What follows belongs to an exercise in optimizing a design on an open flow for small area, a short achievable clock period and few clock cycles; a production flow would make more cautious choices. Where RTL was checked, it was by simulation tests only, not by an equivalence proof against the original. For run 1, only the layout was checked, not whether the RTL still works.

## flow/design.v (module list and top-level ports; edited modules follow where they fit)
// module goldschmidt_divider_q4_4: 529 lines
module goldschmidt_divider_q4_4 (
    input  wire       clk,
    input  wire       rst_n,
    input  wire       start,
    input  wire [7:0] numerator,
    input  wire [7:0] denominator,
    output wire [7:0] quotient,
    output reg        valid,
    output reg        error
);
  // ...
==> flow/flow/run.sh <==
#!/bin/bash
set -euo pipefail
bash standard.sh MATCH_CELL_FOOTPRINT=0 'BUFFER_PORTS_ARGS=-buffer_cell sky130_fd_sc_hd__buf_2' finish > standard.log 2>&1
==> flow/standard.sh <==
#!/bin/bash
# synth_recipe.tcl (not shown) runs the flow's synth.tcl, then flattens the netlist and writes it again
# the make line also repeats each setting of config.mk as NAME=value (left out here)
make -C /OpenROAD-flow-scripts/flow DESIGN_CONFIG=/design/flow/config.mk WORK_HOME=/design/flow/orfs CLKGATE_MAP_FILE= SYNTH_SCRIPT=/design/flow/synth_recipe.tcl "${@:-finish}"
==> flow/config.mk <==
export PLATFORM = sky130hd
export DESIGN_NAME = goldschmidt_divider_q4_4
export DESIGN_NICKNAME = goldschmidt_divider_q4_4
export VERILOG_FILES = /design/flow/design.v
export SDC_FILE = /design/flow/constraint.sdc
export NUM_CORES = 4
export LEC_CHECK = 0
export ABC_AREA = 1
export CAP_MARGIN = 20
export CORE_MARGIN = 2
export CORE_UTILIZATION = 40
export SETUP_SLACK_MARGIN = 1.5
export SLEW_MARGIN = 20
==> flow/constraint.sdc <==
create_clock -name core_clock -period 8.0 [get_ports {clk}]
set_input_delay 1.6000 -clock core_clock [delete_from_list [all_inputs] [get_ports {clk}]]
set_output_delay 1.6000 -clock core_clock [all_outputs]
set_load 0.01 [all_outputs]
==> results.toml, run 1 <==
[cells_and_area]
multi_input_area_sq_mm = 0.007810
stdcell_count = 2055
antenna_cells = 0
inv_count = 226
clk_share = 0.02711

[sta]
finalSetupViolations = 0
tightest_slew_ns = 0.8745
slew_headroom = 0.4125

[outcome]
status = "no timing/DRC/antenna violations"

[global_route]
gr-max-usage-layer = "met2"
grtUsageMet2 = 0.3540

[routing]
m1WireLength_um = 14940
wl_met3_um = 1787

[setup_path]
crit_arrival_ns = 4.49
r2r_end = "n3lo[5]"
r2r-start = "pp0[12]"
crit_path_end_kind = "output port"
crit_top_cell = "nand2_1"

[synthesis]
synth_compound_area_frac = 0.1596
synth.most_common_cell = "nand2_1"
syn_inst = 1711
synth_top_area_frac = 0.1730
synth-xor-area-share = 0.03024
synth-main-ff-cell = "dfxtp_1"
==> run 2, diff against run 1 <==
--- a/flow/design.v
+++ b/flow/design.v
@@ -71,229 +71,393 @@
     wire [14:0] k3a0 = ({15{cls0 == 3'd0}} & 15'd21672) |
         ({15{cls0 == 3'd1}} & 15'd20349) |
         ({15{cls0 == 3'd2}} & 15'd18720) |
         ({15{cls0 == 3'd3}} & 15'd17520) |
         ({15{cls0 == 3'd4}} & 15'd15984) |
         ({15{cls0 == 3'd5}} & 15'd15012) |
         ({15{cls0 == 3'd6}} & 15'd13974) |
         ({15{cls0 == 3'd7}} & 15'd13107);
-    reg [7:0] rom0;
-    always @(*) begin
-        case (nr0[6:0])
-            7'd0: rom0 = 8'd0;
-            7'd1: rom0 = 8'd187;
-            7'd2: rom0 = 8'd229;
-            7'd3: rom0 = 8'd108;
-            7'd4: rom0 = 8'd242;
-            7'd5: rom0 = 8'd173;
-            7'd6: rom0 = 8'd215;
-            7'd7: rom0 = 8'd94;
-            7'd8: rom0 = 8'd229;
-            7'd9: rom0 = 8'd15;
-            7'd10: rom0 = 8'd202;
-            7'd11: rom0 = 8'd81;
-            7'd12: rom0 = 8'd122;
-            7'd13: rom0 = 8'd1;
-            7'd14: rom0 = 8'd188;
-            7'd15: rom0 = 8'd67;
-            7'd16: rom0 = 8'd109;
-            7'd17: rom0 = 8'd244;
-            7'd18: rom0 = 8'd123;
-            7'd19: rom0 = 8'd216;
-            7'd20: rom0 = 8'd95;
-            7'd21: rom0 = 8'd230;
-            7'd22: rom0 = 8'd16;
-            7'd23: rom0 = 8'd203;
-            7'd24: rom0 = 8'd82;
-            7'd25: rom0 = 8'd217;
-            7'd26: rom0 = 8'd3;
-            7'd27: rom0 = 8'd138;
-            7'd28: rom0 = 8'd68;
-            7'd29: rom0 = 8'd110;
-            7'd30: rom0 = 8'd245;
-            7'd31: rom0 = 8'd124;
-            7'd32: rom0 = 8'd166;
-            7'd33: rom0 = 8'd97;
-            7'd34: rom0 = 8'd232;
-            7'd35: rom0 = 8'd111;
-            7'd36: rom0 = 8'd153;
-            7'd37: rom0 = 8'd83;
-            7'd38: rom0 = 8'd218;
-            7'd39: rom0 = 8'd4;
-            7'd40: rom0 = 8'd139;
-            7'd41: rom0 = 8'd18;
-            7'd42: rom0 = 8'd112;
-            7'd43: rom0 = 8'd247;
-            7'd44: rom0 = 8'd125;
-            7'd45: rom0 = 8'd4;
-            7'd46: rom0 = 8'd98;
-            7'd47: rom0 = 8'd233;
-            7'd48: rom0 = 8'd112;
-            7'd49: rom0 = 8'd154;
-            7'd50: rom0 = 8'd33;
-            7'd51: rom0 = 8'd220;
-            7'd52: rom0 = 8'd5;
-            7'd53: rom0 = 8'd140;
-            7'd54: rom0 = 8'd19;
-            7'd55: rom0 = 8'd206;
-            7'd56: rom0 = 8'd248;
-            7'd57: rom0 = 8'd127;
-            7'd58: rom0 = 8'd6;
-            7'd59: rom0 = 8'd47;
-            7'd60: rom0 = 8'd234;
-            7'd61: rom0 = 8'd113;
-            7'd62: rom0 = 8'd155;
-            7'd63: rom0 = 8'd34;
-            7'd64: rom0 = 8'd169;
-            7'd65: rom0 = 8'd100;
-            7'd66: rom0 = 8'd141;
-            7'd67: rom0 = 8'd20;
-            7'd68: rom0 = 8'd155;
-            7'd69: rom0 = 8'd249;
-            7'd70: rom0 = 8'd128;
-            7'd71: rom0 = 8'd7;
-            7'd72: rom0 = 8'd49;
-            7'd73: rom0 = 8'd183;
-            7'd74: rom0 = 8'd114;
-            7'd75: rom0 = 8'd249;
-            7'd76: rom0 = 8'd35;
-            7'd77: rom0 = 8'd170;
-            7'd78: rom0 = 8'd101;
-            7'd79: rom0 = 8'd143;
-            7'd80: rom0 = 8'd21;
-            7'd81: rom0 = 8'd156;
-            7'd82: rom0 = 8'd198;
-            7'd83: rom0 = 8'd129;
-            7'd84: rom0 = 8'd8;
-            7'd85: rom0 = 8'd143;
-            7'd86: rom0 = 8'd58;
-            7'd87: rom0 = 8'd245;
-            7'd88: rom0 = 8'd30;
-            7'd89: rom0 = 8'd165;
-            7'd90: rom0 = 8'd44;
-            7'd91: rom0 = 8'd179;
-            7'd92: rom0 = 8'd17;
-            7'd93: rom0 = 8'd152;
-            7'd94: rom0 = 8'd31;
-            7'd95: rom0 = 8'd72;
-            7'd96: rom0 = 8'd207;
-            7'd97: rom0 = 8'd138;
-            7'd98: rom0 = 8'd180;
-            7'd99: rom0 = 8'd59;
-            7'd100: rom0 = 8'd194;
-            7'd101: rom0 = 8'd125;
-            7'd102: rom0 = 8'd166;
-            7'd103: rom0 = 8'd45;
-            7'd104: rom0 = 8'd180;
-            7'd105: rom0 = 8'd222;
-            7'd106: rom0 = 8'd153;
-            7'd107: rom0 = 8'd32;
-            7'd108: rom0 = 8'd74;
-            7'd109: rom0 = 8'd208;
-            7'd110: rom0 = 8'd139;
-            7'd111: rom0 = 8'd18;
-            7'd112: rom0 = 8'd60;
-            7'd113: rom0 = 8'd195;
-            7'd114: rom0 = 8'd74;
-            7'd115: rom0 = 8'd168;
-            7'd116: rom0 = 8'd47;
-            7'd117: rom0 = 8'd181;
-            7'd118: rom0 = 8'd223;
-            7'd119: rom0 = 8'd154;
-            7'd120: rom0 = 8'd33;
-            7'd121: rom0 = 8'd168;
-            7'd122: rom0 = 8'd210;
-            7'd123: rom0 = 8'd89;
-            7'd124: rom0 = 8'd19;
-            7'd125: rom0 = 8'd61;
-            7'd126: rom0 = 8'd196;
-            7'd127: rom0 = 8'd75;
-        endcase
-    end
+    wire [7:0] rom0;
+    wire rom_n16, rom_n17, rom_n18, rom_n19, rom_n20, rom_n21, rom_n22,
+    rom_n23, rom_n24, rom_n25, rom_n26, rom_n27, rom_n28, rom_n29, rom_n30,
+    rom_n31, rom_n32, rom_n33, rom_n34, rom_n35, rom_n36, rom_n37, rom_n38,
+    rom_n39, rom_n40, rom_n41, rom_n42, rom_n43, rom_n44, rom_n45, rom_n46,
+    rom_n47, rom_n48, rom_n49, rom_n50, rom_n51, rom_n52, rom_n53, rom_n54,
+    rom_n55, rom_n56, rom_n57, rom_n58, rom_n59, rom_n60, rom_n61, rom_n62,
+    rom_n63, rom_n64, rom_n65, rom_n66, rom_n67, rom_n68, rom_n69, rom_n70,
+    rom_n71, rom_n72, rom_n73, rom_n74, rom_n75, rom_n76, rom_n77, rom_n78,
+    rom_n79, rom_n80, rom_n81, rom_n82, rom_n83, rom_n84, rom_n85, rom_n86,
+    rom_n87, rom_n88, rom_n89, rom_n90, rom_n91, rom_n92, rom_n93, rom_n94,
+    rom_n95, rom_n96, rom_n97, rom_n98, rom_n99, rom_n100, rom_n102,
+    rom_n103, rom_n104, rom_n105, rom_n106, rom_n107, rom_n108, rom_n109,
+    rom_n110, rom_n111, rom_n112, rom_n113, rom_n114, rom_n115, rom_n116,
+    rom_n117, rom_n118, rom_n119, rom_n120, rom_n121, rom_n122, rom_n123,
+    rom_n124, rom_n125, rom_n126, rom_n127, rom_n128, rom_n129, rom_n130,
+    rom_n131, rom_n132, rom_n133, rom_n134, rom_n135, rom_n136, rom_n137,
+    rom_n138, rom_n139, rom_n140, rom_n141, rom_n142, rom_n143, rom_n144,
+    rom_n145, rom_n146, rom_n147, rom_n148, rom_n149, rom_n150, rom_n151,
+    rom_n152, rom_n153, rom_n154, rom_n155, rom_n156, rom_n158, rom_n159,
+    rom_n160, rom_n161, rom_n162, rom_n163, rom_n164, rom_n165, rom_n166,
+    rom_n167, rom_n168, rom_n169, rom_n170, rom_n171, rom_n172, rom_n173,
+    rom_n174, rom_n175, rom_n176, rom_n177, rom_n178, rom_n179, rom_n180,
+    rom_n181, rom_n182, rom_n183, rom_n184, rom_n185, rom_n187, rom_n188,
+    rom_n189, rom_n190, rom_n191, rom_n192, rom_n193, rom_n194, rom_n195,
+    rom_n196, rom_n197, rom_n198, rom_n199, rom_n200, rom_n201, rom_n202,
+    rom_n203, rom_n204, rom_n205, rom_n206, rom_n207, rom_n208, rom_n209,
+    rom_n210, rom_n211, rom_n212, rom_n213, rom_n214, rom_n215, rom_n216,
+    rom_n217, rom_n218, rom_n219, rom_n220, rom_n221, rom_n222, rom_n223,
+    rom_n224, rom_n225, rom_n226, rom_n227, rom_n228, rom_n230, rom_n231,
+    rom_n232, rom_n233, rom_n234, rom_n235, rom_n236, rom_n237, rom_n238,
+    rom_n239, rom_n240, rom_n241, rom_n242, rom_n243, rom_n244, rom_n245,
+    rom_n246, rom_n247, rom_n248, rom_n249, rom_n251, rom_n252, rom_n253,
+    rom_n254, rom_n255, rom_n256, rom_n257, rom_n258, rom_n259, rom_n260,
+    rom_n261, rom_n262, rom_n263, rom_n264, rom_n265, rom_n266, rom_n267,
+    rom_n269, rom_n270, rom_n271, rom_n272, rom_n273, rom_n274, rom_n275,
+    rom_n276, rom_n277, rom_n278, rom_n279, rom_n280, rom_n281, rom_n282,
+    rom_n283, rom_n284, rom_n285, rom_n286, rom_n287, rom_n288, rom_n289,
+    rom_n290, rom_n291, rom_n293, rom_n294, rom_n295, rom_n296, rom_n297,
+    rom_n298, rom_n299, rom_n300, rom_n301, rom_n302, rom_n303, rom_n304,
+    rom_n305, rom_n306, rom_n307, rom_n308, rom_n309, rom_n310, rom_n311,
+    rom_n312, rom_n313, rom_n314;
+    assign rom_n16 = nr0[1] & nr0[4];
+    assign rom_n17 = ~nr0[6] & ~rom_n16;
+    assign rom_n18 = nr0[6] & rom_n16;
+    assign rom_n19 = nr0[5] & ~nr0[6];
+    assign rom_n20 = ~nr0[5] & nr0[6];
+    assign rom_n21 = ~rom_n19 & ~rom_n20;
+    assign rom_n22 = ~rom_n18 & rom_n21;
+    assign rom_n23 = ~rom_n17 & rom_n22;
+    assign rom_n24 = nr0[2] & rom_n20;
+    assign rom_n25 = ~nr0[1] & ~nr0[4];
+    assign rom_n26 = nr0[5] & rom_n25;
+    assign rom_n27 = ~rom_n24 & ~rom_n26;
+    assign rom_n28 = ~rom_n23 & rom_n27;
+    assign rom_n29 = nr0[3] & ~rom_n28;
+    assign rom_n30 = ~nr0[2] & rom_n20;
+    assign rom_n31 = nr0[1] & ~nr0[2];
+    assign rom_n32 = rom_n19 & ~rom_n31;
+    assign rom_n33 = ~rom_n30 & ~rom_n32;
+    assign rom_n34 = nr0[3] & nr0[6];
+    assign rom_n35 = ~rom_n16 & rom_n34;
+    assign rom_n36 = rom_n16 & rom_n20;
+    assign rom_n37 = ~rom_n35 & ~rom_n36;
+    assign rom_n38 = ~rom_n16 & ~rom_n20;
+    assign rom_n39 = rom_n37 & ~rom_n38;
+    assign rom_n40 = ~rom_n33 & rom_n39;
+    assign rom_n41 = nr0[1] & ~nr0[6];
+    assign rom_n42 = ~nr0[3] & ~rom_n19;
+    assign rom_n43 = ~rom_n16 & rom_n42;
+    assign rom_n44 = rom_n41 & rom_n43;
+    assign rom_n45 = ~nr0[3] & nr0[4];
+    assign rom_n46 = nr0[5] & rom_n45;
+    assign rom_n47 = ~nr0[1] & ~nr0[2];
+    assign rom_n48 = nr0[5] & nr0[6];
+    assign rom_n49 = rom_n47 & rom_n48;
+    assign rom_n50 = ~rom_n46 & rom_n49;
+    assign rom_n51 = nr0[1] & nr0[2];
+    assign rom_n52 = ~nr0[3] & ~nr0[6];
+    assign rom_n53 = nr0[4] & rom_n52;
+    assign rom_n54 = ~rom_n51 & rom_n53;
+    assign rom_n55 = rom_n46 & ~rom_n47;
+    assign rom_n56 = ~rom_n54 & ~rom_n55;
+    assign rom_n57 = ~rom_n50 & rom_n56;
+    assign rom_n58 = ~rom_n44 & rom_n57;
+    assign rom_n59 = ~rom_n40 & rom_n58;
+    assign rom_n60 = ~rom_n29 & rom_n59;
+    assign rom_n61 = ~nr0[0] & nr0[1];
+    assign rom_n62 = ~nr0[0] & nr0[4];
+    assign rom_n63 = ~rom_n19 & rom_n62;
+    assign rom_n64 = ~rom_n61 & ~rom_n63;
+    assign rom_n65 = ~rom_n18 & ~rom_n64;
+    assign rom_n66 = nr0[1] & ~rom_n62;
+    assign rom_n67 = ~rom_n20 & ~rom_n41;
+    assign rom_n68 = ~rom_n66 & rom_n67;
+    assign rom_n69 = nr0[0] & ~nr0[3];
+    assign rom_n70 = ~rom_n21 & rom_n69;
+    assign rom_n71 = nr0[3] & ~nr0[4];
+    assign rom_n72 = rom_n20 & rom_n71;
+    assign rom_n73 = ~nr0[0] & ~nr0[5];
+    assign rom_n74 = nr0[3] & rom_n73;
+    assign rom_n75 = ~rom_n72 & ~rom_n74;
+    assign rom_n76 = ~rom_n70 & rom_n75;
+    assign rom_n77 = ~rom_n68 & rom_n76;
+    assign rom_n78 = nr0[2] & ~rom_n77;
+    assign rom_n79 = rom_n19 & rom_n71;
+    assign rom_n80 = nr0[0] & nr0[4];
+    assign rom_n81 = ~rom_n19 & rom_n80;
+    assign rom_n82 = ~nr0[1] & ~rom_n45;
+    assign rom_n83 = ~rom_n81 & rom_n82;
+    assign rom_n84 = ~rom_n79 & rom_n83;
+    assign rom_n85 = rom_n78 & ~rom_n84;
+    assign rom_n86 = ~rom_n65 & ~rom_n85;
+    assign rom_n87 = nr0[0] & ~nr0[6];
+    assign rom_n88 = ~rom_n86 & ~rom_n87;
+    assign rom_n89 = ~rom_n60 & rom_n88;
+    assign rom_n90 = ~nr0[6] & rom_n85;
+    assign rom_n91 = nr0[0] & rom_n60;
+    assign rom_n92 = ~rom_n90 & rom_n91;
+    assign rom_n93 = ~rom_n89 & ~rom_n92;
+    assign rom_n94 = nr0[2] & rom_n19;
+    assign rom_n95 = ~rom_n20 & ~rom_n94;
+    assign rom_n96 = ~rom_n34 & ~rom_n52;
+    assign rom_n97 = ~nr0[2] & rom_n96;
+    assign rom_n98 = rom_n95 & ~rom_n97;
+    assign rom_n99 = ~nr0[0] & rom_n25;
+    assign rom_n100 = ~rom_n98 & rom_n99;
+    assign rom0[0] = ~rom_n93 | rom_n100;
+    assign rom_n102 = ~rom_n16 & ~rom_n25;
+    assign rom_n103 = nr0[5] & rom_n80;
+    assign rom_n104 = ~nr0[6] & ~rom_n103;
+    assign rom_n105 = rom_n102 & rom_n104;
+    assign rom_n106 = ~rom_n85 & rom_n105;
+    assign rom_n107 = ~rom_n20 & ~rom_n106;
+    assign rom_n108 = ~rom_n93 & rom_n107;
+    assign rom_n109 = nr0[4] & ~rom_n108;
+    assign rom_n110 = rom_n19 & rom_n47;
+    assign rom_n111 = nr0[2] & nr0[6];
+    assign rom_n112 = ~rom_n20 & ~rom_n111;
+    assign rom_n113 = nr0[1] & ~nr0[5];
+    assign rom_n114 = ~rom_n112 & ~rom_n113;
+    assign rom_n115 = ~rom_n110 & ~rom_n114;
+    assign rom_n116 = rom_n69 & ~rom_n115;
+    assign rom_n117 = ~nr0[2] & ~nr0[5];
+    assign rom_n118 = nr0[0] & ~nr0[1];
+    assign rom_n119 = ~rom_n61 & ~rom_n118;
+    assign rom_n120 = rom_n117 & rom_n119;
+    assign rom_n121 = rom_n34 & ~rom_n118;
+    assign rom_n122 = rom_n112 & rom_n121;
+    assign rom_n123 = ~rom_n120 & ~rom_n122;
+    assign rom_n124 = ~nr0[3] & rom_n61;
+    assign rom_n125 = rom_n20 & rom_n124;
+    assign rom_n126 = rom_n51 & rom_n74;
+    assign rom_n127 = ~rom_n125 & ~rom_n126;
+    assign rom_n128 = rom_n123 & rom_n127;
+    assign rom_n129 = ~nr0[3] & rom_n118;
+    assign rom_n130 = ~rom_n61 & rom_n94;
+    assign rom_n131 = ~rom_n129 & rom_n130;
+    assign rom_n132 = ~nr0[0] & nr0[5];
+    assign rom_n133 = rom_n31 & rom_n132;
+    assign rom_n134 = nr0[2] & rom_n118;
+    assign rom_n135 = rom_n21 & rom_n134;
+    assign rom_n136 = ~rom_n133 & ~rom_n135;
+    assign rom_n137 = ~rom_n131 & rom_n136;
+    assign rom_n138 = rom_n128 & rom_n137;
+    assign rom_n139 = ~rom_n116 & rom_n138;
+    assign rom_n140 = rom_n109 & rom_n139;
+    assign rom_n141 = ~nr0[1] & nr0[4];
+    assign rom_n142 = nr0[4] & ~nr0[5];
+    assign rom_n143 = ~rom_n45 & ~rom_n142;
+    assign rom_n144 = rom_n141 & rom_n143;
+    assign rom_n145 = rom_n87 & rom_n144;
+    assign rom_n146 = rom_n37 & ~rom_n145;
+    assign rom_n147 = rom_n16 & ~rom_n78;
+    assign rom_n148 = ~rom_n146 & ~rom_n147;
+    assign rom_n149 = ~nr0[0] & ~rom_n37;
+    assign rom_n150 = ~nr0[2] & ~rom_n149;
+    assign rom_n151 = ~rom_n148 & ~rom_n150;
+    assign rom_n152 = ~nr0[3] & ~nr0[5];
+    assign rom_n153 = ~rom_n151 & rom_n152;
+    assign rom_n154 = ~rom_n108 & rom_n153;
+    assign rom_n155 = ~rom_n109 & ~rom_n139;
+    assign rom_n156 = ~rom_n154 & ~rom_n155;
+    assign rom0[1] = ~rom_n140 & rom_n156;
+    assign rom_n158 = ~nr0[3] & rom_n25;
+    assign rom_n159 = rom_n132 & rom_n158;
+    assign rom_n160 = nr0[3] & rom_n25;
+    assign rom_n161 = rom_n21 & rom_n160;
+    assign rom_n162 = rom_n20 & rom_n118;
+    assign rom_n163 = ~rom_n161 & ~rom_n162;
+    assign rom_n164 = ~rom_n159 & rom_n163;
+    assign rom_n165 = ~rom_n145 & rom_n164;
+    assign rom_n166 = ~nr0[2] & ~rom_n165;
+    assign rom_n167 = rom_n17 & ~rom_n46;
+    assign rom_n168 = ~rom_n96 & ~rom_n167;
+    assign rom_n169 = ~nr0[5] & ~nr0[6];
+    assign rom_n170 = rom_n158 & rom_n169;
+    assign rom_n171 = ~rom_n168 & ~rom_n170;
+    assign rom_n172 = rom_n98 & rom_n142;
+    assign rom_n173 = rom_n171 & rom_n172;
+    assign rom_n174 = ~rom_n85 & ~rom_n173;
+    assign rom_n175 = ~rom_n166 & rom_n174;
+    assign rom_n176 = ~rom_n51 & rom0[1];
+    assign rom_n177 = ~nr0[2] & rom_n25;
+    assign rom_n178 = ~rom_n24 & ~rom_n177;
+    assign rom_n179 = rom_n43 & rom_n178;
+    assign rom_n180 = ~rom_n176 & rom_n179;
+    assign rom_n181 = rom_n175 & ~rom_n180;
+    assign rom_n182 = rom_n19 & rom_n31;
+    assign rom_n183 = ~rom_n155 & rom_n182;
+    assign rom_n184 = rom_n30 & rom_n62;
+    assign rom_n185 = ~rom_n183 & ~rom_n184;
+    assign rom0[2] = ~rom_n181 | ~rom_n185;
+    assign rom_n187 = rom_n20 & ~rom_n181;
+    assign rom_n188 = rom_n45 & ~rom_n168;
+    assign rom_n189 = ~nr0[2] & ~rom_n80;
+    assign rom_n190 = rom_n119 & rom_n189;
+    assign rom_n191 = nr0[2] & nr0[4];
+    assign rom_n192 = ~nr0[5] & ~rom_n191;
+    assign rom_n193 = ~rom_n190 & ~rom_n192;
+    assign rom_n194 = ~nr0[3] & nr0[6];
+    assign rom_n195 = ~nr0[4] & ~rom_n194;
+    assign rom_n196 = ~rom_n160 & rom_n195;
+    assign rom_n197 = rom_n193 & rom_n196;
+    assign rom_n198 = ~rom_n188 & ~rom_n197;
+    assign rom_n199 = nr0[6] & rom_n193;
+    assign rom_n200 = nr0[3] & ~rom_n199;
+    assign rom_n201 = nr0[5] & rom_n66;
+    assign rom_n202 = rom_n104 & ~rom_n201;
+    assign rom_n203 = ~rom_n85 & ~rom_n202;
+    assign rom_n204 = ~nr0[1] & rom_n73;
+    assign rom_n205 = ~nr0[0] & rom_n85;
+    assign rom_n206 = ~rom_n204 & ~rom_n205;
+    assign rom_n207 = ~rom_n203 & rom_n206;
+    assign rom_n208 = rom_n200 & ~rom_n207;
+    assign rom_n209 = ~rom_n198 & ~rom_n208;
+    assign rom_n210 = nr0[4] & rom_n33;
+    assign rom_n211 = nr0[3] & ~rom_n210;
+    assign rom_n212 = ~rom_n197 & rom_n211;
+    assign rom_n213 = ~rom_n166 & rom_n212;
+    assign rom_n214 = ~rom_n209 & ~rom_n213;
+    assign rom_n215 = ~rom_n187 & rom_n214;
+    assign rom_n216 = rom_n30 & rom_n45;
+    assign rom_n217 = ~nr0[0] & ~rom_n72;
+    assign rom_n218 = ~rom_n216 & rom_n217;
+    assign rom_n219 = ~rom_n215 & ~rom_n218;
+    assign rom_n220 = rom_n42 & ~rom_n195;
+    assign rom_n221 = rom0[0] & rom_n220;
+    assign rom_n222 = ~nr0[0] & ~rom_n221;
+    assign rom_n223 = rom_n215 & rom_n222;
+    assign rom_n224 = ~rom_n219 & ~rom_n223;
+    assign rom_n225 = rom_n16 & ~rom_n21;
+    assign rom_n226 = nr0[0] & ~rom_n38;
+    assign rom_n227 = ~rom_n225 & rom_n226;
+    assign rom_n228 = ~rom_n214 & rom_n227;
+    assign rom0[3] = rom_n224 | rom_n228;
+    assign rom_n230 = nr0[2] & ~nr0[4];
+    assign rom_n231 = ~rom_n151 & ~rom_n230;
+    assign rom_n232 = nr0[0] & rom_n48;
+    assign rom_n233 = ~nr0[6] & ~rom_n71;
+    assign rom_n234 = ~rom_n141 & rom_n233;
+    assign rom_n235 = ~rom_n232 & ~rom_n234;
+    assign rom_n236 = ~rom_n131 & ~rom_n235;
+    assign rom_n237 = ~rom_n224 & rom_n236;
+    assign rom_n238 = ~rom_n166 & ~rom_n224;
+    assign rom_n239 = ~rom_n52 & ~rom_n113;
+    assign rom_n240 = rom_n102 & rom_n239;
+    assign rom_n241 = rom_n171 & ~rom_n240;
+    assign rom_n242 = ~rom_n238 & rom_n241;
+    assign rom_n243 = ~rom_n237 & ~rom_n242;
+    assign rom_n244 = ~rom_n231 & ~rom_n243;
+    assign rom_n245 = ~nr0[2] & nr0[4];
+    assign rom_n246 = ~rom_n146 & rom_n245;
+    assign rom_n247 = ~rom0[1] & rom_n246;
+    assign rom_n248 = rom_n231 & ~rom_n247;
+    assign rom_n249 = rom_n243 & rom_n248;
+    assign rom0[4] = rom_n244 | rom_n249;
+    assign rom_n251 = rom_n169 & rom_n177;
+    assign rom_n252 = ~rom_n111 & ~rom_n251;
+    assign rom_n253 = ~nr0[0] & ~rom_n252;
+    assign rom_n254 = rom_n52 & rom_n189;
+    assign rom_n255 = ~nr0[5] & rom_n158;
+    assign rom_n256 = ~rom_n144 & ~rom_n255;
+    assign rom_n257 = ~rom_n254 & rom_n256;
+    assign rom_n258 = ~rom_n253 & ~rom_n257;
+    assign rom_n259 = nr0[5] & ~rom_n102;
+    assign rom_n260 = ~rom_n80 & ~rom_n259;
+    assign rom_n261 = rom0[1] & ~rom_n260;
+    assign rom_n262 = ~rom_n192 & rom_n194;
+    assign rom_n263 = ~rom_n261 & rom_n262;
+    assign rom_n264 = ~rom_n173 & ~rom_n208;
+    assign rom_n265 = ~rom_n263 & rom_n264;
+    assign rom_n266 = nr0[4] & rom_n204;
+    assign rom_n267 = ~rom_n265 & ~rom_n266;
+    assign rom0[5] = rom_n258 | rom_n267;
+    assign rom_n269 = nr0[0] & nr0[2];
+    assign rom_n270 = ~nr0[0] & ~nr0[2];
+    assign rom_n271 = rom_n20 & ~rom_n270;
+    assign rom_n272 = ~rom_n269 & rom_n271;
+    assign rom_n273 = rom_n16 & ~rom_n272;
+    assign rom_n274 = ~rom_n237 & rom_n273;
+    assign rom_n275 = ~nr0[1] & nr0[5];
+    assign rom_n276 = ~rom_n191 & rom_n275;
+    assign rom_n277 = ~rom_n93 & rom_n276;
+    assign rom_n278 = rom_n21 & ~rom_n117;
+    assign rom_n279 = ~rom_n69 & ~rom_n278;
+    assign rom_n280 = rom_n69 & rom_n95;
+    assign rom_n281 = rom_n25 & ~rom_n280;
+    assign rom_n282 = ~rom_n279 & rom_n281;
+    assign rom_n283 = ~rom_n277 & ~rom_n282;
+    assign rom_n284 = ~rom_n274 & rom_n283;
+    assign rom_n285 = ~rom_n200 & ~rom_n284;
+    assign rom_n286 = nr0[1] & ~rom_n142;
+    assign rom_n287 = nr0[6] & ~rom_n286;
+    assign rom_n288 = ~rom_n20 & rom_n286;
+    assign rom_n289 = ~rom_n287 & ~rom_n288;
+    assign rom_n290 = ~rom_n265 & rom_n289;
+    assign rom_n291 = ~rom_n106 & ~rom_n290;
+    assign rom0[6] = rom_n285 | ~rom_n291;
+    assign rom_n293 = ~nr0[1] & rom_n175;
+    assign rom_n294 = nr0[0] & ~rom_n293;
+    assign rom_n295 = rom_n175 & rom_n200;
+    assign rom_n296 = ~rom_n294 & ~rom_n295;
+    assign rom_n297 = ~rom_n277 & rom_n296;
+    assign rom_n298 = rom_n106 & rom_n208;
+    assign rom_n299 = ~nr0[1] & rom_n34;
+    assign rom_n300 = rom_n143 & ~rom_n299;
+    assign rom_n301 = nr0[2] & ~rom_n45;
+    assign rom_n302 = ~rom_n300 & ~rom_n301;
+    assign rom_n303 = ~rom_n72 & ~rom_n302;
+    assign rom_n304 = ~rom_n298 & rom_n303;
+    assign rom_n305 = ~rom_n297 & rom_n304;
+    assign rom_n306 = nr0[1] & rom_n34;
+    assign rom_n307 = ~rom_n141 & ~rom_n306;
+    assign rom_n308 = rom0[2] & rom_n307;
+    assign rom_n309 = ~nr0[0] & ~rom_n308;
+    assign rom_n310 = ~rom_n305 & ~rom_n309;
+    assign rom_n311 = rom_n47 & rom_n52;
+    assign rom_n312 = rom_n300 & ~rom_n311;
+    assign rom_n313 = ~rom_n208 & rom_n312;
+    assign rom_n314 = rom_n309 & rom_n313;
+    assign rom0[7] = rom_n310 | rom_n314;
     wire dz0   = (denominator == 8'd0);
     wire eq0   = (nr0 == dr0);
     wire d160  = (dr0 == 8'h10) & nr0[7];
     wire d1280 = (denominator == 8'h80);
     reg [7:0] spec0;
     always @(*) begin
         if (dz0)       spec0 = 8'h00;
         else if (eq0)  spec0 = 8'h10;
         else if (d160) spec0 = 8'h80;
         else           spec0 = rom0;
     end
-    wire       bsa0 = bd0[4], bsa1 = bd1[4];
-    wire [4:1] bma0 = bd0[3:0], bma1 = bd1[3:0];
-    wire [4:1] bma2 = {2'b00, bd2[1:0]};
-    wire ppa0_0 = (bsa0 ^ ((bma0[1] & k1a0[0]) | (bma0[3] & k3a0[0])));
-    wire ppa0_1 = (bsa0 ^ ((bma0[1] & k1a0[1]) | (bma0[2] & k1a0[0]) | (bma0[3] & k3a0[1])));
-    wire ppa0_2 = (bsa0 ^ ((bma0[1] & k1a0[2]) | (bma0[2] & k1a0[1]) | (bma0[3] & k3a0[2]) | (bma0[4] & k1a0[0])));
-    wire ppa0_3 = (bsa0 ^ ((bma0[1] & k1a0[3]) | (bma0[2] & k1a0[2]) | (bma0[3] & k3a0[3]) | (bma0[4] & k1a0[1])));
-    wire ppa0_4 = (bsa0 ^ ((bma0[1] & k1a0[4]) | (bma0[2] & k1a0[3]) | (bma0[3] & k3a0[4]) | (bma0[4] & k1a0[2])));
-    wire ppa0_5 = (bsa0 ^ ((bma0[1] & k1a0[5]) | (bma0[2] & k1a0[4]) | (bma0[3] & k3a0[5]) | (bma0[4] & k1a0[3])));
-    wire ppa0_6 = (bsa0 ^ ((bma0[1] & k1a0[6]) | (bma0[2] & k1a0[5]) | (bma0[3] & k3a0[6]) | (bma0[4] & k1a0[4])));
-    wire ppa0_7 = (bsa0 ^ ((bma0[1] & k1a0[7]) | (bma0[2] & k1a0[6]) | (bma0[3] & k3a0[7]) | (bma0[4] & k1a0[5])));
-    wire ppa0_8 = (bsa0 ^ ((bma0[1] & k1a0[8]) | (bma0[2] & k1a0[7]) | (bma0[3] & k3a0[8]) | (bma0[4] & k1a0[6])));
-    wire ppa0_9 = (bsa0 ^ ((bma0[1] & k1a0[9]) | (bma0[2] & k1a0[8]) | (bma0[3] & k3a0[9]) | (bma0[4] & k1a0[7])));
-    wire ppa0_10 = (bsa0 ^ ((bma0[1] & k1a0[10]) | (bma0[2] & k1a0[9]) | (bma0[3] & k3a0[10]) | (bma0[4] & k1a0[8])));
-    wire ppa0_11 = (bsa0 ^ ((bma0[1] & k1a0[11]) | (bma0[2] & k1a0[10]) | (bma0[3] & k3a0[11]) | (bma0[4] & k1a0[9])));
-    wire ppa0_12 = (bsa0 ^ ((bma0[1] & k1a0[12]) | (bma0[2] & k1a0[11]) | (bma0[3] & k3a0[12]) | (bma0[4] & k1a0[10])));
-    wire ppa0_13 = (bsa0 ^ ((bma0[2] & k1a0[12]) | (bma0[3] & k3a0[13]) | (bma0[4] & k1a0[11])));
-    wire ppa0_14 = (bsa0 ^ ((bma0[3] & k3a0[14]) | (bma0[4] & k1a0[12])));
-    wire [14:0] ppa0 = {ppa0_14, ppa0_13, ppa0_12, ppa0_11, ppa0_10, ppa0_9, ppa0_8, ppa0_7, ppa0_6, ppa0_5, ppa0_4, ppa0_3, ppa0_2, ppa0_1, ppa0_0};
-    wire ppa1_0 = (bsa1 ^ ((bma1[1] & k1a0[0]) | (bma1[3] & k3a0[0])));
-    wire ppa1_1 = (bsa1 ^ ((bma1[1] & k1a0[1]) | (bma1[2] & k1a0[0]) | (bma1[3] & k3a0[1])));
-    wire ppa1_2 = (bsa1 ^ ((bma1[1] & k1a0[2]) | (bma1[2] & k1a0[1]) | (bma1[3] & k3a0[2]) | (bma1[4] & k1a0[0])));
-    wire ppa1_3 = (bsa1 ^ ((bma1[1] & k1a0[3]) | (bma1[2] & k1a0[2]) | (bma1[3] & k3a0[3]) | (bma1[4] & k1a0[1])));
-    wire ppa1_4 = (bsa1 ^ ((bma1[1] & k1a0[4]) | (bma1[2] & k1a0[3]) | (bma1[3] & k3a0[4]) | (bma1[4] & k1a0[2])));
-    wire ppa1_5 = (bsa1 ^ ((bma1[1] & k1a0[5]) | (bma1[2] & k1a0[4]) | (bma1[3] & k3a0[5]) | (bma1[4] & k1a0[3])));
-    wire ppa1_6 = (bsa1 ^ ((bma1[1] & k1a0[6]) | (bma1[2] & k1a0[5]) | (bma1[3] & k3a0[6]) | (bma1[4] & k1a0[4])));
-    wire ppa1_7 = (bsa1 ^ ((bma1[1] & k1a0[7]) | (bma1[2] & k1a0[6]) | (bma1[3] & k3a0[7]) | (bma1[4] & k1a0[5])));
-    wire ppa1_8 = (bsa1 ^ ((bma1[1] & k1a0[8]) | (bma1[2] & k1a0[7]) | (bma1[3] & k3a0[8]) | (bma1[4] & k1a0[6])));
-    wire ppa1_9 = (bsa1 ^ ((bma1[1] & k1a0[9]) | (bma1[2] & k1a0[8]) | (bma1[3] & k3a0[9]) | (bma1[4] & k1a0[7])));
-    wire ppa1_10 = (bsa1 ^ ((bma1[1] & k1a0[10]) | (bma1[2] & k1a0[9]) | (bma1[3] & k3a0[10]) | (bma1[4] & k1a0[8])));
-    wire ppa1_11 = (bsa1 ^ ((bma1[1] & k1a0[11]) | (bma1[2] & k1a0[10]) | (bma1[3] & k3a0[11]) | (bma1[4] & k1a0[9])));
-    wire ppa1_12 = (bsa1 ^ ((bma1[1] & k1a0[12]) | (bma1[2] & k1a0[11]) | (bma1[3] & k3a0[12]) | (bma1[4] & k1a0[10])));
-    wire ppa1_13 = (bsa1 ^ ((bma1[2] & k1a0[12]) | (bma1[3] & k3a0[13]) | (bma1[4] & k1a0[11])));
-    wire ppa1_14 = (bsa1 ^ ((bma1[3] & k3a0[14]) | (bma1[4] & k1a0[12])));
-    wire [14:0] ppa1 = {ppa1_14, ppa1_13, ppa1_12, ppa1_11, ppa1_10, ppa1_9, ppa1_8, ppa1_7, ppa1_6, ppa1_5, ppa1_4, ppa1_3, ppa1_2, ppa1_1, ppa1_0};
-    wire ppa2_0 = ((bma2[1] & k1a0[0]));
-    wire ppa2_1 = ((bma2[1] & k1a0[1]) | (bma2[2] & k1a0[0]));
-    wire ppa2_2 = ((bma2[1] & k1a0[2]) | (bma2[2] & k1a0[1]));
-    wire ppa2_3 = ((bma2[1] & k1a0[3]) | (bma2[2] & k1a0[2]));
-    wire ppa2_4 = ((bma2[1] & k1a0[4]) | (bma2[2] & k1a0[3]));
-    wire ppa2_5 = ((bma2[1] & k1a0[5]) | (bma2[2] & k1a0[4]));
-    wire ppa2_6 = ((bma2[1] & k1a0[6]) | (bma2[2] & k1a0[5]));
-    wire ppa2_7 = ((bma2[1] & k1a0[7]) | (bma2[2] & k1a0[6]));
-    wire ppa2_8 = ((bma2[1] & k1a0[8]) | (bma2[2] & k1a0[7]));
-    wire ppa2_9 = ((bma2[1] & k1a0[9]) | (bma2[2] & k1a0[8]));
-    wire ppa2_10 = ((bma2[1] & k1a0[10]) | (bma2[2] & k1a0[9]));
-    wire ppa2_11 = ((bma2[1] & k1a0[11]) | (bma2[2] & k1a0[10]));
-    wire ppa2_12 = ((bma2[1] & k1a0[12]) | (bma2[2] & k1a0[11]));
-    wire ppa2_13 = ((bma2[2] & k1a0[12]));
-    wire [13:0] ppa2 = {ppa2_13, ppa2_12, ppa2_11, ppa2_10, ppa2_9, ppa2_8, ppa2_7, ppa2_6, ppa2_5, ppa2_4, ppa2_3, ppa2_2, ppa2_1, ppa2_0};
-    reg [14:0] pp0, pp1;
-    reg [13:0] pp2;
-    reg        bs0, bs1;
+    reg [4:0]  bdg0, bdg1;
+    reg [2:0]  bdg2;
     reg [2:0]  pa, cls;
+    reg [11:0] k1r;
+    reg [14:0] k3;
     reg        sgna, dza, usespa;
     reg [7:0]  speca;
     always @(posedge clk) begin
-        pp0    <= ppa0;
-        pp1    <= ppa1;
-        pp2    <= ppa2;
-        bs0    <= bsa0;
-        bs1    <= bsa1;
+        bdg0   <= bd0;
+        bdg1   <= bd1;
+        bdg2   <= bd2;
         pa     <= p0;
         cls    <= cls0;
+        k1r    <= k1a0[11:0];
+        k3     <= k3a0;
         sgna   <= sgn0;
         dza    <= dz0;
         usespa <= dz0 | eq0 | d160 | d1280;
         speca  <= spec0;
     end
+    wire [12:0] k1 = {1'b1, k1r};
+    wire       bs0 = bdg0[4], bs1 = bdg1[4];
+    wire [4:1] bm0 = bdg0[3:0], bm1 = bdg1[3:0];
+    wire [4:1] bm2 = {2'b00, bdg2[1:0]};
     wire m1_1;
     wire m1_2;
     wire m1_3;
     wire m1_4;
     wire m1_5;
     wire m1_6;
     wire m1_7;
     wire m1_8;
@@ -318,52 +482,52 @@
     wire m1_27;
     wire m1_28;
     wire m1_29;
     wire m1_30;
     wire m1_31;
     wire m1_32;
     wire m1_33;
     wire m1_34;
-    assign m1_1 = bs1 ^ pp0[3];
-    assign m1_2 = bs1 & pp0[3];
-    assign m1_3 = pp0[4] ^ pp1[1];
-    assign m1_4 = pp0[4] & pp1[1];
-    assign m1_5 = pp0[5] ^ pp1[2];
-    assign m1_6 = pp0[5] & pp1[2];
-    assign m1_7 = pp0[6] ^ pp1[3] ^ pp2[0];
-    assign m1_8 = (pp0[6] & pp1[3]) | (pp0[6] & pp2[0]) | (pp1[3] & pp2[0]);
-    assign m1_9 = pp0[7] ^ pp1[4] ^ pp2[1];
-    assign m1_10 = (pp0[7] & pp1[4]) | (pp0[7] & pp2[1]) | (pp1[4] & pp2[1]);
-    assign m1_11 = pp0[8] ^ pp1[5] ^ pp2[2];
-    assign m1_12 = (pp0[8] & pp1[5]) | (pp0[8] & pp2[2]) | (pp1[5] & pp2[2]);
-    assign m1_13 = pp0[9] ^ pp1[6] ^ pp2[3];
-    assign m1_14 = (pp0[9] & pp1[6]) | (pp0[9] & pp2[3]) | (pp1[6] & pp2[3]);
-    assign m1_15 = pp0[10] ^ pp1[7] ^ pp2[4];
-    assign m1_16 = (pp0[10] & pp1[7]) | (pp0[10] & pp2[4]) | (pp1[7] & pp2[4]);
-    assign m1_17 = pp0[11] ^ pp1[8] ^ pp2[5];
-    assign m1_18 = (pp0[11] & pp1[8]) | (pp0[11] & pp2[5]) | (pp1[8] & pp2[5]);
-    assign m1_19 = pp0[12] ^ pp1[9] ^ pp2[6];
-    assign m1_20 = (pp0[12] & pp1[9]) | (pp0[12] & pp2[6]) | (pp1[9] & pp2[6]);
-    assign m1_21 = pp0[13] ^ pp1[10] ^ pp2[7];
-    assign m1_22 = (pp0[13] & pp1[10]) | (pp0[13] & pp2[7]) | (pp1[10] & pp2[7]);
-    assign m1_23 = pp0[14] ^ pp1[11] ^ pp2[8];
-    assign m1_24 = (pp0[14] & pp1[11]) | (pp0[14] & pp2[8]) | (pp1[11] & pp2[8]);
-    assign m1_25 = bs0 ^ pp1[12] ^ pp2[9];
-    assign m1_26 = (bs0 & pp1[12]) | (bs0 & pp2[9]) | (pp1[12] & pp2[9]);
-    assign m1_27 = bs0 ^ pp1[13] ^ pp2[10];
-    assign m1_28 = (bs0 & pp1[13]) | (bs0 & pp2[10]) | (pp1[13] & pp2[10]);
-    assign m1_29 = bs0 ^ pp1[14] ^ pp2[11];
-    assign m1_30 = (bs0 & pp1[14]) | (bs0 & pp2[11]) | (pp1[14] & pp2[11]);
-    assign m1_31 = ~bs0 ^ ~bs1 ^ pp2[12];
-    assign m1_32 = (~bs0 & ~bs1) | (~bs0 & pp2[12]) | (~bs1 & pp2[12]);
-    assign m1_33 = 1'b1 ^ pp2[13];
-    assign m1_34 = 1'b1 & pp2[13];
-    wire [19:0] x_a = {m1_33, m1_31, m1_29, m1_27, m1_25, m1_23, m1_21, m1_19, m1_17, m1_15, m1_13, m1_11, m1_9, m1_7, m1_5, m1_3, m1_1, pp0[2], pp0[1], bs0};
-    wire [19:0] x_b = {m1_32, m1_30, m1_28, m1_26, m1_24, m1_22, m1_20, m1_18, m1_16, m1_14, m1_12, m1_10, m1_8, m1_6, m1_4, m1_2, pp1[0], 1'b0, 1'b0, pp0[0]};
+    assign m1_1 = bs1 ^ (bs0 ^ ((bm0[1] & k1[3]) | (bm0[2] & k1[2]) | (bm0[3] & k3[3]) | (bm0[4] & k1[1])));
+    assign m1_2 = bs1 & (bs0 ^ ((bm0[1] & k1[3]) | (bm0[2] & k1[2]) | (bm0[3] & k3[3]) | (bm0[4] & k1[1])));
+    assign m1_3 = (bs0 ^ ((bm0[1] & k1[4]) | (bm0[2] & k1[3]) | (bm0[3] & k3[4]) | (bm0[4] & k1[2]))) ^ (bs1 ^ ((bm1[1] & k1[1]) | (bm1[2] & k1[0]) | (bm1[3] & k3[1])));
+    assign m1_4 = (bs0 ^ ((bm0[1] & k1[4]) | (bm0[2] & k1[3]) | (bm0[3] & k3[4]) | (bm0[4] & k1[2]))) & (bs1 ^ ((bm1[1] & k1[1]) | (bm1[2] & k1[0]) | (bm1[3] & k3[1])));
+    assign m1_5 = (bs0 ^ ((bm0[1] & k1[5]) | (bm0[2] & k1[4]) | (bm0[3] & k3[5]) | (bm0[4] & k1[3]))) ^ (bs1 ^ ((bm1[1] & k1[2]) | (bm1[2] & k1[1]) | (bm1[3] & k3[2]) | (bm1[4] & k1[0])));
+    assign m1_6 = (bs0 ^ ((bm0[1] & k1[5]) | (bm0[2] & k1[4]) | (bm0[3] & k3[5]) | (bm0[4] & k1[3]))) & (bs1 ^ ((bm1[1] & k1[2]) | (bm1[2] & k1[1]) | (bm1[3] & k3[2]) | (bm1[4] & k1[0])));
+    assign m1_7 = (bs0 ^ ((bm0[1] & k1[6]) | (bm0[2] & k1[5]) | (bm0[3] & k3[6]) | (bm0[4] & k1[4]))) ^ (bs1 ^ ((bm1[1] & k1[3]) | (bm1[2] & k1[2]) | (bm1[3] & k3[3]) | (bm1[4] & k1[1]))) ^ ((bm2[1] & k1[0]));
+    assign m1_8 = ((bs0 ^ ((bm0[1] & k1[6]) | (bm0[2] & k1[5]) | (bm0[3] & k3[6]) | (bm0[4] & k1[4]))) & (bs1 ^ ((bm1[1] & k1[3]) | (bm1[2] & k1[2]) | (bm1[3] & k3[3]) | (bm1[4] & k1[1])))) | ((bs0 ^ ((bm0[1] & k1[6]) | (bm0[2] & k1[5]) | (bm0[3] & k3[6]) | (bm0[4] & k1[4]))) & ((bm2[1] & k1[0]))) | ((bs1 ^ ((bm1[1] & k1[3]) | (bm1[2] & k1[2]) | (bm1[3] & k3[3]) | (bm1[4] & k1[1]))) & ((bm2[1] & k1[0])));
+    assign m1_9 = (bs0 ^ ((bm0[1] & k1[7]) | (bm0[2] & k1[6]) | (bm0[3] & k3[7]) | (bm0[4] & k1[5]))) ^ (bs1 ^ ((bm1[1] & k1[4]) | (bm1[2] & k1[3]) | (bm1[3] & k3[4]) | (bm1[4] & k1[2]))) ^ ((bm2[1] & k1[1]) | (bm2[2] & k1[0]));
+    assign m1_10 = ((bs0 ^ ((bm0[1] & k1[7]) | (bm0[2] & k1[6]) | (bm0[3] & k3[7]) | (bm0[4] & k1[5]))) & (bs1 ^ ((bm1[1] & k1[4]) | (bm1[2] & k1[3]) | (bm1[3] & k3[4]) | (bm1[4] & k1[2])))) | ((bs0 ^ ((bm0[1] & k1[7]) | (bm0[2] & k1[6]) | (bm0[3] & k3[7]) | (bm0[4] & k1[5]))) & ((bm2[1] & k1[1]) | (bm2[2] & k1[0]))) | ((bs1 ^ ((bm1[1] & k1[4]) | (bm1[2] & k1[3]) | (bm1[3] & k3[4]) | (bm1[4] & k1[2]))) & ((bm2[1] & k1[1]) | (bm2[2] & k1[0])));
+    assign m1_11 = (bs0 ^ ((bm0[1] & k1[8]) | (bm0[2] & k1[7]) | (bm0[3] & k3[8]) | (bm0[4] & k1[6]))) ^ (bs1 ^ ((bm1[1] & k1[5]) | (bm1[2] & k1[4]) | (bm1[3] & k3[5]) | (bm1[4] & k1[3]))) ^ ((bm2[1] & k1[2]) | (bm2[2] & k1[1]));
+    assign m1_12 = ((bs0 ^ ((bm0[1] & k1[8]) | (bm0[2] & k1[7]) | (bm0[3] & k3[8]) | (bm0[4] & k1[6]))) & (bs1 ^ ((bm1[1] & k1[5]) | (bm1[2] & k1[4]) | (bm1[3] & k3[5]) | (bm1[4] & k1[3])))) | ((bs0 ^ ((bm0[1] & k1[8]) | (bm0[2] & k1[7]) | (bm0[3] & k3[8]) | (bm0[4] & k1[6]))) & ((bm2[1] & k1[2]) | (bm2[2] & k1[1]))) | ((bs1 ^ ((bm1[1] & k1[5]) | (bm1[2] & k1[4]) | (bm1[3] & k3[5]) | (bm1[4] & k1[3]))) & ((bm2[1] & k1[2]) | (bm2[2] & k1[1])));
+    assign m1_13 = (bs0 ^ ((bm0[1] & k1[9]) | (bm0[2] & k1[8]) | (bm0[3] & k3[9]) | (bm0[4] & k1[7]))) ^ (bs1 ^ ((bm1[1] & k1[6]) | (bm1[2] & k1[5]) | (bm1[3] & k3[6]) | (bm1[4] & k1[4]))) ^ ((bm2[1] & k1[3]) | (bm2[2] & k1[2]));
+    assign m1_14 = ((bs0 ^ ((bm0[1] & k1[9]) | (bm0[2] & k1[8]) | (bm0[3] & k3[9]) | (bm0[4] & k1[7]))) & (bs1 ^ ((bm1[1] & k1[6]) | (bm1[2] & k1[5]) | (bm1[3] & k3[6]) | (bm1[4] & k1[4])))) | ((bs0 ^ ((bm0[1] & k1[9]) | (bm0[2] & k1[8]) | (bm0[3] & k3[9]) | (bm0[4] & k1[7]))) & ((bm2[1] & k1[3]) | (bm2[2] & k1[2]))) | ((bs1 ^ ((bm1[1] & k1[6]) | (bm1[2] & k1[5]) | (bm1[3] & k3[6]) | (bm1[4] & k1[4]))) & ((bm2[1] & k1[3]) | (bm2[2] & k1[2])));
+    assign m1_15 = (bs0 ^ ((bm0[1] & k1[10]) | (bm0[2] & k1[9]) | (bm0[3] & k3[10]) | (bm0[4] & k1[8]))) ^ (bs1 ^ ((bm1[1] & k1[7]) | (bm1[2] & k1[6]) | (bm1[3] & k3[7]) | (bm1[4] & k1[5]))) ^ ((bm2[1] & k1[4]) | (bm2[2] & k1[3]));
+    assign m1_16 = ((bs0 ^ ((bm0[1] & k1[10]) | (bm0[2] & k1[9]) | (bm0[3] & k3[10]) | (bm0[4] & k1[8]))) & (bs1 ^ ((bm1[1] & k1[7]) | (bm1[2] & k1[6]) | (bm1[3] & k3[7]) | (bm1[4] & k1[5])))) | ((bs0 ^ ((bm0[1] & k1[10]) | (bm0[2] & k1[9]) | (bm0[3] & k3[10]) | (bm0[4] & k1[8]))) & ((bm2[1] & k1[4]) | (bm2[2] & k1[3]))) | ((bs1 ^ ((bm1[1] & k1[7]) | (bm1[2] & k1[6]) | (bm1[3] & k3[7]) | (bm1[4] & k1[5]))) & ((bm2[1] & k1[4]) | (bm2[2] & k1[3])));
+    assign m1_17 = (bs0 ^ ((bm0[1] & k1[11]) | (bm0[2] & k1[10]) | (bm0[3] & k3[11]) | (bm0[4] & k1[9]))) ^ (bs1 ^ ((bm1[1] & k1[8]) | (bm1[2] & k1[7]) | (bm1[3] & k3[8]) | (bm1[4] & k1[6]))) ^ ((bm2[1] & k1[5]) | (bm2[2] & k1[4]));
+    assign m1_18 = ((bs0 ^ ((bm0[1] & k1[11]) | (bm0[2] & k1[10]) | (bm0[3] & k3[11]) | (bm0[4] & k1[9]))) & (bs1 ^ ((bm1[1] & k1[8]) | (bm1[2] & k1[7]) | (bm1[3] & k3[8]) | (bm1[4] & k1[6])))) | ((bs0 ^ ((bm0[1] & k1[11]) | (bm0[2] & k1[10]) | (bm0[3] & k3[11]) | (bm0[4] & k1[9]))) & ((bm2[1] & k1[5]) | (bm2[2] & k1[4]))) | ((bs1 ^ ((bm1[1] & k1[8]) | (bm1[2] & k1[7]) | (bm1[3] & k3[8]) | (bm1[4] & k1[6]))) & ((bm2[1] & k1[5]) | (bm2[2] & k1[4])));
+    assign m1_19 = (bs0 ^ ((bm0[1] & k1[12]) | (bm0[2] & k1[11]) | (bm0[3] & k3[12]) | (bm0[4] & k1[10]))) ^ (bs1 ^ ((bm1[1] & k1[9]) | (bm1[2] & k1[8]) | (bm1[3] & k3[9]) | (bm1[4] & k1[7]))) ^ ((bm2[1] & k1[6]) | (bm2[2] & k1[5]));
+    assign m1_20 = ((bs0 ^ ((bm0[1] & k1[12]) | (bm0[2] & k1[11]) | (bm0[3] & k3[12]) | (bm0[4] & k1[10]))) & (bs1 ^ ((bm1[1] & k1[9]) | (bm1[2] & k1[8]) | (bm1[3] & k3[9]) | (bm1[4] & k1[7])))) | ((bs0 ^ ((bm0[1] & k1[12]) | (bm0[2] & k1[11]) | (bm0[3] & k3[12]) | (bm0[4] & k1[10]))) & ((bm2[1] & k1[6]) | (bm2[2] & k1[5]))) | ((bs1 ^ ((bm1[1] & k1[9]) | (bm1[2] & k1[8]) | (bm1[3] & k3[9]) | (bm1[4] & k1[7]))) & ((bm2[1] & k1[6]) | (bm2[2] & k1[5])));
+    assign m1_21 = (bs0 ^ ((bm0[2] & k1[12]) | (bm0[3] & k3[13]) | (bm0[4] & k1[11]))) ^ (bs1 ^ ((bm1[1] & k1[10]) | (bm1[2] & k1[9]) | (bm1[3] & k3[10]) | (bm1[4] & k1[8]))) ^ ((bm2[1] & k1[7]) | (bm2[2] & k1[6]));
+    assign m1_22 = ((bs0 ^ ((bm0[2] & k1[12]) | (bm0[3] & k3[13]) | (bm0[4] & k1[11]))) & (bs1 ^ ((bm1[1] & k1[10]) | (bm1[2] & k1[9]) | (bm1[3] & k3[10]) | (bm1[4] & k1[8])))) | ((bs0 ^ ((bm0[2] & k1[12]) | (bm0[3] & k3[13]) | (bm0[4] & k1[11]))) & ((bm2[1] & k1[7]) | (bm2[2] & k1[6]))) | ((bs1 ^ ((bm1[1] & k1[10]) | (bm1[2] & k1[9]) | (bm1[3] & k3[10]) | (bm1[4] & k1[8]))) & ((bm2[1] & k1[7]) | (bm2[2] & k1[6])));
+    assign m1_23 = (bs0 ^ ((bm0[3] & k3[14]) | (bm0[4] & k1[12]))) ^ (bs1 ^ ((bm1[1] & k1[11]) | (bm1[2] & k1[10]) | (bm1[3] & k3[11]) | (bm1[4] & k1[9]))) ^ ((bm2[1] & k1[8]) | (bm2[2] & k1[7]));
+    assign m1_24 = ((bs0 ^ ((bm0[3] & k3[14]) | (bm0[4] & k1[12]))) & (bs1 ^ ((bm1[1] & k1[11]) | (bm1[2] & k1[10]) | (bm1[3] & k3[11]) | (bm1[4] & k1[9])))) | ((bs0 ^ ((bm0[3] & k3[14]) | (bm0[4] & k1[12]))) & ((bm2[1] & k1[8]) | (bm2[2] & k1[7]))) | ((bs1 ^ ((bm1[1] & k1[11]) | (bm1[2] & k1[10]) | (bm1[3] & k3[11]) | (bm1[4] & k1[9]))) & ((bm2[1] & k1[8]) | (bm2[2] & k1[7])));
+    assign m1_25 = bs0 ^ (bs1 ^ ((bm1[1] & k1[12]) | (bm1[2] & k1[11]) | (bm1[3] & k3[12]) | (bm1[4] & k1[10]))) ^ ((bm2[1] & k1[9]) | (bm2[2] & k1[8]));
+    assign m1_26 = (bs0 & (bs1 ^ ((bm1[1] & k1[12]) | (bm1[2] & k1[11]) | (bm1[3] & k3[12]) | (bm1[4] & k1[10])))) | (bs0 & ((bm2[1] & k1[9]) | (bm2[2] & k1[8]))) | ((bs1 ^ ((bm1[1] & k1[12]) | (bm1[2] & k1[11]) | (bm1[3] & k3[12]) | (bm1[4] & k1[10]))) & ((bm2[1] & k1[9]) | (bm2[2] & k1[8])));
+    assign m1_27 = bs0 ^ (bs1 ^ ((bm1[2] & k1[12]) | (bm1[3] & k3[13]) | (bm1[4] & k1[11]))) ^ ((bm2[1] & k1[10]) | (bm2[2] & k1[9]));
+    assign m1_28 = (bs0 & (bs1 ^ ((bm1[2] & k1[12]) | (bm1[3] & k3[13]) | (bm1[4] & k1[11])))) | (bs0 & ((bm2[1] & k1[10]) | (bm2[2] & k1[9]))) | ((bs1 ^ ((bm1[2] & k1[12]) | (bm1[3] & k3[13]) | (bm1[4] & k1[11]))) & ((bm2[1] & k1[10]) | (bm2[2] & k1[9])));
+    assign m1_29 = bs0 ^ (bs1 ^ ((bm1[3] & k3[14]) | (bm1[4] & k1[12]))) ^ ((bm2[1] & k1[11]) | (bm2[2] & k1[10]));
+    assign m1_30 = (bs0 & (bs1 ^ ((bm1[3] & k3[14]) | (bm1[4] & k1[12])))) | (bs0 & ((bm2[1] & k1[11]) | (bm2[2] & k1[10]))) | ((bs1 ^ ((bm1[3] & k3[14]) | (bm1[4] & k1[12]))) & ((bm2[1] & k1[11]) | (bm2[2] & k1[10])));
+    assign m1_31 = ~bs0 ^ ~bs1 ^ ((bm2[1] & k1[12]) | (bm2[2] & k1[11]));
+    assign m1_32 = (~bs0 & ~bs1) | (~bs0 & ((bm2[1] & k1[12]) | (bm2[2] & k1[11]))) | (~bs1 & ((bm2[1] & k1[12]) | (bm2[2] & k1[11])));
+    assign m1_33 = 1'b1 ^ ((bm2[2] & k1[12]));
+    assign m1_34 = 1'b1 & ((bm2[2] & k1[12]));
+    wire [19:0] x_a = {m1_33, m1_31, m1_29, m1_27, m1_25, m1_23, m1_21, m1_19, m1_17, m1_15, m1_13, m1_11, m1_9, m1_7, m1_5, m1_3, m1_1, (bs0 ^ ((bm0[1] & k1[2]) | (bm0[2] & k1[1]) | (bm0[3] & k3[2]) | (bm0[4] & k1[0]))), (bs0 ^ ((bm0[1] & k1[1]) | (bm0[2] & k1[0]) | (bm0[3] & k3[1]))), bs0};
+    wire [19:0] x_b = {m1_32, m1_30, m1_28, m1_26, m1_24, m1_22, m1_20, m1_18, m1_16, m1_14, m1_12, m1_10, m1_8, m1_6, m1_4, m1_2, (bs1 ^ ((bm1[1] & k1[0]) | (bm1[3] & k3[0]))), 1'b0, 1'b0, (bs0 ^ ((bm0[1] & k1[0]) | (bm0[3] & k3[0])))};
     wire [19:0] x  = x_a + x_b;
     wire [11:0] n2 = x[19:8];
     wire [1:0] s3 = ({2{cls == 3'd1}} & 2'd1) |
         ({2{cls == 3'd2}} & 2'd2) |
         ({2{cls == 3'd3}} & 2'd2) |
         ({2{cls == 3'd4}} & 2'd2) |
         ({2{cls == 3'd5}} & 2'd2) |
         ({2{cls == 3'd6}} & 2'd2) |
==> results.toml, run 2 <==
[synthesis]
synth-edff-count = 0
synthTopCellsByCount = "nand2_1, inv_1, nor2_1"
ys_seq_area_frac = 0.1851
synth_fp_nets = 1433
syn_area_sq_mm = 0.009029
synth-main-ff-cell = "dfxtp_1"
syn_area_per_cell_sq_um = 6.903
synth_top_area_frac = 0.1796
synth.most_common_cell = "nand2_1"
yosys_warnings = 1
syn_inst = 1308
synthArstFlopShare = 0.02410
synth_top_cell_by_area = "dfxtp_1"
synth_cell_types = 58
synthTopCellsByArea = "dfxtp_1, ha_1, nand2_1, inv_1, fa_1"
ys_ff_latch = 83

[sta]
final_hold_viol_count = 0
tightest_slew_ns = 0.9291
finalSetupViolations = 0
fin_crit_ns = 6.353
slew_viol_final = 0
grt_setup_unrepaired = "yes"
fmax_mhz = 157.4
skew_ns = 0.01275
finalSetupTns_ns = 0
slew_headroom = 0.3783
finalCritPeriodShare = 0.7941

[routing]
wl_met3_um = 1396
routed-wl-met2_um = 11170
drt-total-wl_um = 24850
highest_layer = "met4"
ant_nets = 0
dr.first_iter.drc_count = 848
drt_pre_antenna_iters = 7
m1WireLength_um = 11650
via_per_inst = 5.432
post_drt_wl_per_cell_um = 15.35
via_count = 8795
post-route-drc-count = 0

[global_route]
grt_pass1_wl_um = 41050
grt_max_degree = 23
grt_pass1_vias = 8346
grt_use_total = 0.2081
grt_overflow = 0
antenna_found_initial = 0

[cells_and_area]
drive_gt1_frac = 0.1352
largestRegisters = "k3: 15 flops, k1r: 11 flops, speca: 8 flops"
antenna_cells = 0
layout.nets = 1459
area_growth_syn_to_layout_pct = 11.74
stdcell_count = 1619
largest_register = "k3"
final_common_cell = "nand2_1"
multi_input_area_sq_mm = 0.006575
regArea_sq_mm = 0.001675
largest_reg_flops = 15
nFillCells = 2204
layout_common_cells = "nand2_1, inv_1, nor2_1, dfxtp_1, ha_1"
utilization = 0.4594

[hold_path]
hold_class = "reg -> reg"
min_from = "sgna"
whs_path_depth = 0

[setup_path]
crit_path_start_kind = "flip-flop"
cpPeakStageDelay_ns = 0.39
crit_arrival_ns = 4.75
crit_path_end_kind = "output port"
critPathKind = "reg -> out"
worstPathMaxFanout = 5
slowest_stage = "fa_2"
r2r-start = "bdg0[1]"
crit_top_cell = "nand2_1"
cp.required_ns = 6.40
crit_start = "cy"
r2r_cells = 26

[placement]
dp_hpwl_um = 19420
placedCellCount = 1588
gp_congestion = 0.9249
portBuffers = 28

[die]
pin_count = 29
fp.coreArea_sq_mm = 0.02196
start_util = 0.4112
design.die.area_sq_mm = 0.02379
die-width_um = 154.2
die_y_um = 154.2
num_rows = 54

[cts]
clk_latency_ns = 0.35
cts_made_buffers = 9
clk_pin_slew_ns = 0.06
cts.sinks = 83
cts_tree = "done"
h-tree-depth = 3
cts_buffer_depth = 2
cts_root_buf = "clkbuf_16"

[job]
maxCapViolCount = 0

[outcome]
status = "no timing/DRC/antenna violations"
==> run 2: cell count changes after synthesis, sizes merged, moves of 24 or more <==
| cell | previous run | this run |
|---|---|---|
| nand2 | 517 | 255 |
| nand3 | 189 | 59 |
| o22ai | 26 | 56 |
| nor2 | 140 | 112 |
| nand4 | 43 | 10 |
| xor2 | 28 | 75 |
| o21ai | 102 | 78 |
==> run 2: area by class of cell <==
class                   instances  share of cell area
clock buffers                  10             0.02369
clock inverters                 6            0.009426
inverters                     227             0.08520
multi-input cells             965              0.6517
flip-flops and latches         83              0.1661
well taps                     280             0.03473
repair buffers                 48             0.02915
==> run 2: routing by layer <==
metal  up-vias  global-route usage
met5         -                   0
met4         0             0.06631
met3        62             0.03082
met2       315              0.3367
met1      4005              0.2863
li1       4413                   -
==> run 2: logic make-up (layout without fill, tap and decap cells) <==
logic type      count (synthesis)  count (layout)  share of synthesized area
compound gates                288             288                     0.1993
simple gates                  479             479                     0.2357
xor+xnor                       92              92                    0.09160
fa+ha+maj                     106             106                     0.1752
buf+inv                       260             291                     0.1131
flops                          83              83                     0.1851
==> run 2: metrics by stage <==
stage	worst slack (ns)	cell area, sq um	hold WS [ns]
2_1_floorplan	1.997	9029	0.3096
3_3_place_gp	1.584	9388	0.3121
3_5_place_dp	1.573	9388	0.3154
4_1_cts	1.525	9763	0.3305
5_1_grt	1.232	10090	0.3446
6_report	1.647	10090	0.3306
==> run 2: worst max-delay path: cells and delay by family (launching register included) <==
family	cells	cell delay, ns
compound gates	7	1.05
xor+xnor	3	0.48
fa+ha+maj	4	1.12
buf+inv	5	0.47
flops	1	0.33
simple gates	10	0.95
==> run 2: timing repair <==
| action | CTS | global route |
|---|---|---|
| resized for setup | 10 | 59 |
| hold buffers | 0 | 0 |
| buffers inserted | 0 | 15 |
| setup endpoints to repair | 5 | 13 |
| pin swaps | 1 | 22 |
==> run 2: worst paths after layout <==
check	end	slack [ns]
hold / removal	sg	0.33
hold reg to reg	sg	0.33
max in group asynchronous	busy	6.87
min in group asynchronous	valid	1.03
setup reg to reg	n3lo[5]	1.83
setup / recovery	quotient[6]	1.65
Testbench counts of run 2, summed over its fixed seeds: cycles 32,000.

==> separate check: timing with driven ports <==
No port has a modelled driver above. Below, the same layouts with a new extraction and two added sets of constraints. Step 1: set_driving_cell puts a clkbuf_16 on clk and a buf_2 on each other input, an assumption about the parent block. Step 2 adds t to the input delays and takes it off the output delays; t is the mean of the earliest and latest rising clock arrival at the registers after step 1. Input paths then give back, and output paths get back, about the clock's delay inside the block. Three values: no drivers, after step 1, after step 2; two values: the first two.
run | t, ns | setup WS [ns] | hold slack, ns | slew at the worst register clock pin (ns) | worst data-port slew with drivers (ns)
run 1 | 0.398 | 1.906 / 1.859 / 2.256 | 0.328 / 0.328 / 0.328 | 0.08 / 0.08 | 0.03
run 2 | 0.382 | 1.647 / 1.606 / 1.828 | 0.331 / 0.331 / 0.331 | 0.07 / 0.07 | 0.03
After both steps every run listed still meets setup and hold.
